Background: an optimization exercise with open tools, aiming at small area. Do not read the settings as production practice.
The RTL was checked by simulation tests, not by an equivalence proof against the original design.
No activity file was given, so power comes from the tool's default toggle rates.

// control
module control(
    input pclk,
    input resetn,
    output tx_rinc,
    input [7:0] tx_rdata,
    input tx_rempty,
    output tx,
    output rx_winc,
    output [7:0] rx_wdata,
    input rx_wfull,
    input rx
);
clock: 10.0 ns
lec_check: 0
cap_margin: 20
core_margin: 2
core_utilization: 40
place_density: 0.6
slew_margin: 20
standard.sh (not shown) runs the stock make flow with config.mk's settings and CLKGATE_MAP_FILE= SYNTH_SCRIPT=/design/flow/synth_recipe.tcl, a recipe that flattens the netlist after the stock synthesis.
==> flow/flow/run.sh <==
#!/bin/bash
# Own layout flow: the standard ORFS flow (standard.sh), with a synthesis script that
# maps the logic for area: no half/full-adder cell extraction and an area-oriented ABC script
# (deepsyn restructuring, then area mapping).
# Registers, names and the rest of the flow are those of the standard flow.
set -euo pipefail
W=$(pwd)
F=$W/flow
sed "s#@ABC@#$F/area.abc#" "$F/synth_own.tcl" > "$W/synth_own.tcl"
sed "s#SYNTH_SCRIPT=[^ ]*#SYNTH_SCRIPT=$W/synth_own.tcl#" "$W/standard.sh" > "$W/own_standard.sh"
grep -q "SYNTH_SCRIPT=$W/synth_own.tcl" "$W/own_standard.sh"
# port buffers: the smallest buffer; clock tree: small buffers, no dummy loads
export BUFFER_PORTS_ARGS="-buffer_cell sky130_fd_sc_hd__buf_1"
export CTS_ARGS="-sink_clustering_enable -repair_clock_nets -dont_use_dummy_load -buf_list sky130_fd_sc_hd__clkbuf_8 -root_buf sky130_fd_sc_hd__clkbuf_8"
bash "$W/own_standard.sh" > "$W/orfs_make.log" 2>&1
==> flow/flow/area.abc <==
strash
ifraig
scorr
dc2
strash
&get -n
&deepsyn -T 300 -J 200
&put
dch -f
amap
strash
dch -f
amap
==> flow/flow/synth_own.tcl <==
proc synth {args} { yosys synth -nofsm -noshare {*}$args }
set ::env(ADDER_MAP_FILE) ""
proc abc {args} {
  set i [lsearch -exact $args -script]
  if {$i >= 0} { set args [lreplace $args $i [expr {$i + 1}] -script @ABC@] }
  yosys abc {*}$args
}
source $::env(SCRIPTS_DIR)/synth.tcl
# left out here: clear keep_hierarchy, flatten, clean up, hide names made inside functions, write 1_2_yosys.v
Edit:
CAP_MARGIN = 0   (was 20)
GPL_TIMING_DRIVEN = 0   (was default)
SLEW_MARGIN = 0   (was 20)
=> The new run finished with timing, DRC and antenna clean. Total power hardly moves. First-iteration DRC count rose by 43%. Hold slack degrades by 0.0064 ns. Critical path depth is unchanged. Die area does not change. Global-route usage fell by 0.10 points. Count of clock-buffer cells in the layout does not change. Design area stays flat. Clock power is about the same.
Edit:
==> flow/flow/area.abc (replaced) <==
strash
ifraig
scorr
dc2
strash
&get -n
&deepsyn -T 300 -J 200
&put
dch -f
amap
CAP_MARGIN = 20   (was 0)
GPL_TIMING_DRIVEN = default   (was 0)
SLEW_MARGIN = 20   (was 0)
=> The changed run went through all stages and came out clean; critical path depth is unchanged; die area rose by 0.33%; sequential power is about the same; synthesized cell count hardly moves; wire length rose by 1.2%.
Edit:
--- a/flow/flow/area.abc
+++ b/flow/flow/area.abc
@@ -10,0 +11,6 @@
+strash
+dch -f
+amap
+strash
+dch -f
+amap
=> The new run produced a clean layout; area after synthesis barely changes; first-iteration DRC count fell by about 10%; utilization does not change; clock power went up by about 2%; non-clock buffer count grows by 1; power increases by about 0.54%; worst setup slack degrades by 0.012 ns; routed wire length went down by 4.9%.
Edit:
--- a/flow/flow/area.abc
+++ b/flow/flow/area.abc
@@ -14,3 +13,0 @@
-strash
-dch -f
-amap
CAP_MARGIN = 0   (was 20)
SLEW_MARGIN = 0   (was 20)
Effect: Maximum frequency rose by 2.4%. Non-clock buffer count fell by 1. Utilization fell by 0.19 points. Hold slack improves by 0.0097 ns. Via count fell by 1.1%. Power rose by 0.99%. Synthesized area fell by 0.36%.


Setup of v49:
control, a different RTL version from the one above (not shown whole).
For scale: ~590 cells after synthesis, about 110 flip-flops, roughly 24 I/O pins.
Settings: LEC_CHECK=0, CAP_MARGIN=20, CORE_MARGIN=2, CORE_UTILIZATION=40, PLACE_DENSITY=0.6, SLEW_MARGIN=20; clock period 10.0 ns.
==> flow/flow/run.sh <==
#!/bin/bash
# Own layout flow: the standard ORFS flow (standard.sh), with a synthesis script that
# maps the logic for area: no half/full-adder cell extraction and an area-only ABC script.
# Registers, names and the rest of the flow are those of the standard flow.
set -euo pipefail
W=$(pwd)
F=$W/flow
sed "s#@ABC@#$F/area.abc#" "$F/synth_own.tcl" > "$W/synth_own.tcl"
sed "s#SYNTH_SCRIPT=[^ ]*#SYNTH_SCRIPT=$W/synth_own.tcl#" "$W/standard.sh" > "$W/own_standard.sh"
grep -q "SYNTH_SCRIPT=$W/synth_own.tcl" "$W/own_standard.sh"
bash "$W/own_standard.sh" > "$W/orfs_make.log" 2>&1
==> flow/flow/area.abc <==
strash
ifraig
scorr
dc2
strash
&get -n
&dch -f
&nf -a -R 1000
&put
Scripts as last shown in full above: flow/flow/synth_own.tcl
### v49 -> v19
==> flow/run.sh (new file) <==
#!/bin/bash
# synth_recipe.tcl (not shown) runs the flow's synth.tcl, then flattens the netlist and writes it again
# the make line also repeats each setting of config.mk as NAME=value (left out here)
make -C /OpenROAD-flow-scripts/flow DESIGN_CONFIG=/design/flow/config.mk WORK_HOME=/design/flow/orfs CLKGATE_MAP_FILE= SYNTH_SCRIPT=/design/flow/synth_recipe.tcl finish
removed: flow/flow/run.sh
removed: flow/flow/area.abc
removed: flow/flow/synth_own.tcl
removed: flow/standard.sh
## What came out
As far as number of hold-slack violations in the final timing report goes, v19 and v49 are indistinguishable; the numbers are identical. Taking v49 as the reference, in v19 synthesized instance count increased by 138 relative to the old numbers, core utilization of the finished layout decreased by 2.1 points relative to the old numbers, clock network area share decreased by 0.51 points relative to the old numbers, total non-filler cell area in the finished layout increased by about 20% relative to the old numbers, clock share of power increased by 7.5 points relative to the old numbers.
--- input diff v19..v45 ---
==> flow/flow/run.sh (new file) <==
#!/bin/bash
# Own layout flow: the standard ORFS flow (standard.sh), with a synthesis script that
# maps the logic for area: no half/full-adder cell extraction and an area-only ABC script.
# Registers, names and the rest of the flow are those of the standard flow.
set -euo pipefail
W=$(pwd)
F=$W/flow
sed "s#@ABC@#$F/area.abc#" "$F/synth_own.tcl" > "$W/synth_own.tcl"
sed "s#SYNTH_SCRIPT=[^ ]*#SYNTH_SCRIPT=$W/synth_own.tcl#" "$W/standard.sh" > "$W/own_standard.sh"
grep -q "SYNTH_SCRIPT=$W/synth_own.tcl" "$W/own_standard.sh"
# port buffers: the smallest buffer; clock tree: small buffers, no dummy loads
export BUFFER_PORTS_ARGS="-buffer_cell sky130_fd_sc_hd__buf_1"
export CTS_ARGS="-sink_clustering_enable -repair_clock_nets -dont_use_dummy_load -buf_list sky130_fd_sc_hd__clkbuf_8 -root_buf sky130_fd_sc_hd__clkbuf_8"
bash "$W/own_standard.sh" > "$W/orfs_make.log" 2>&1
==> flow/flow/area.abc (new file) <==
strash
ifraig
scorr
dc2
strash
&get -n
&dch -f
&nf -a -R 1000
&put
==> flow/flow/synth_own.tcl (new file) <==
proc synth {args} { yosys synth -nofsm -noshare {*}$args }
set ::env(ADDER_MAP_FILE) ""
proc abc {args} {
  set i [lsearch -exact $args -script]
  if {$i >= 0} { set args [lreplace $args $i [expr {$i + 1}] -script @ABC@] }
  yosys abc {*}$args
}
source $::env(SCRIPTS_DIR)/synth.tcl
# left out here: clear keep_hierarchy, flatten, clean up, hide names made inside functions, write 1_2_yosys.v
==> flow/standard.sh (new file) <==
#!/bin/bash
# synth_recipe.tcl (not shown) runs the flow's synth.tcl, then flattens the netlist and writes it again
# the make line also repeats each setting of config.mk as NAME=value (left out here)
make -C /OpenROAD-flow-scripts/flow DESIGN_CONFIG=/design/flow/config.mk WORK_HOME=/design/flow/orfs CLKGATE_MAP_FILE= SYNTH_SCRIPT=/design/flow/synth_recipe.tcl "${@:-finish}"
removed: flow/run.sh
==> comparison <==
In v45, the logic depth of the worst register-to-register path came out 2 below the value in v19.
On portion of total power attributed to the clock network, the lower figure sits with v45, not v19.
v45 has fraction of the mapped netlist area in compound gates above what v19 had.
Between v19 and v45, the difference in buffer count from post-CTS setup fixing is negligible.
Looking at first-pass GRT wire length across v19 and v45, the one that comes out lower is v45.

separate check: timing with driven ports:
How much do the figures lean on ideal ports? The routed layouts below were timed once more, with nothing changed but the port constraints. Step 1, drivers: a clkbuf_16 drives pclk and a buf_2 each remaining input, both assumed. Step 2 also shifts input and output timing later by t, the mid clock arrival at the registers, as if the neighbouring blocks saw the same clock. a / b / c = ideal / step 1 / step 2; a / b = the first two.
run	t (ns)	slack for setup (ns)	worst setup path at the end	pins driven straight from the clock port
the first run of note 1	0.405	5.482 / 5.463 / 5.463	input to output	1
the second run of note 1	0.398	5.337 / 5.309 / 5.309	input to output	1
the third run of note 1	0.392	5.386 / 5.354 / 5.354	input to output	1
the fourth run of note 1	0.406	5.375 / 5.353 / 5.353	input to output	1
the fifth run of note 1	0.404	5.482 / 5.463 / 5.463	input to output	1
v49	0.389	4.666 / 4.642 / 4.642	input to output	1
v19	0.389	4.631 / 4.608 / 4.608	input to output	1
v45	0.403	5.421 / 5.392 / 5.392	input to output	1
After both steps setup and hold are still met in every run listed. The setup slack of the third run of note 1, which loses most, moves by -0.032 ns with the drivers and by -0.032 ns with both steps.
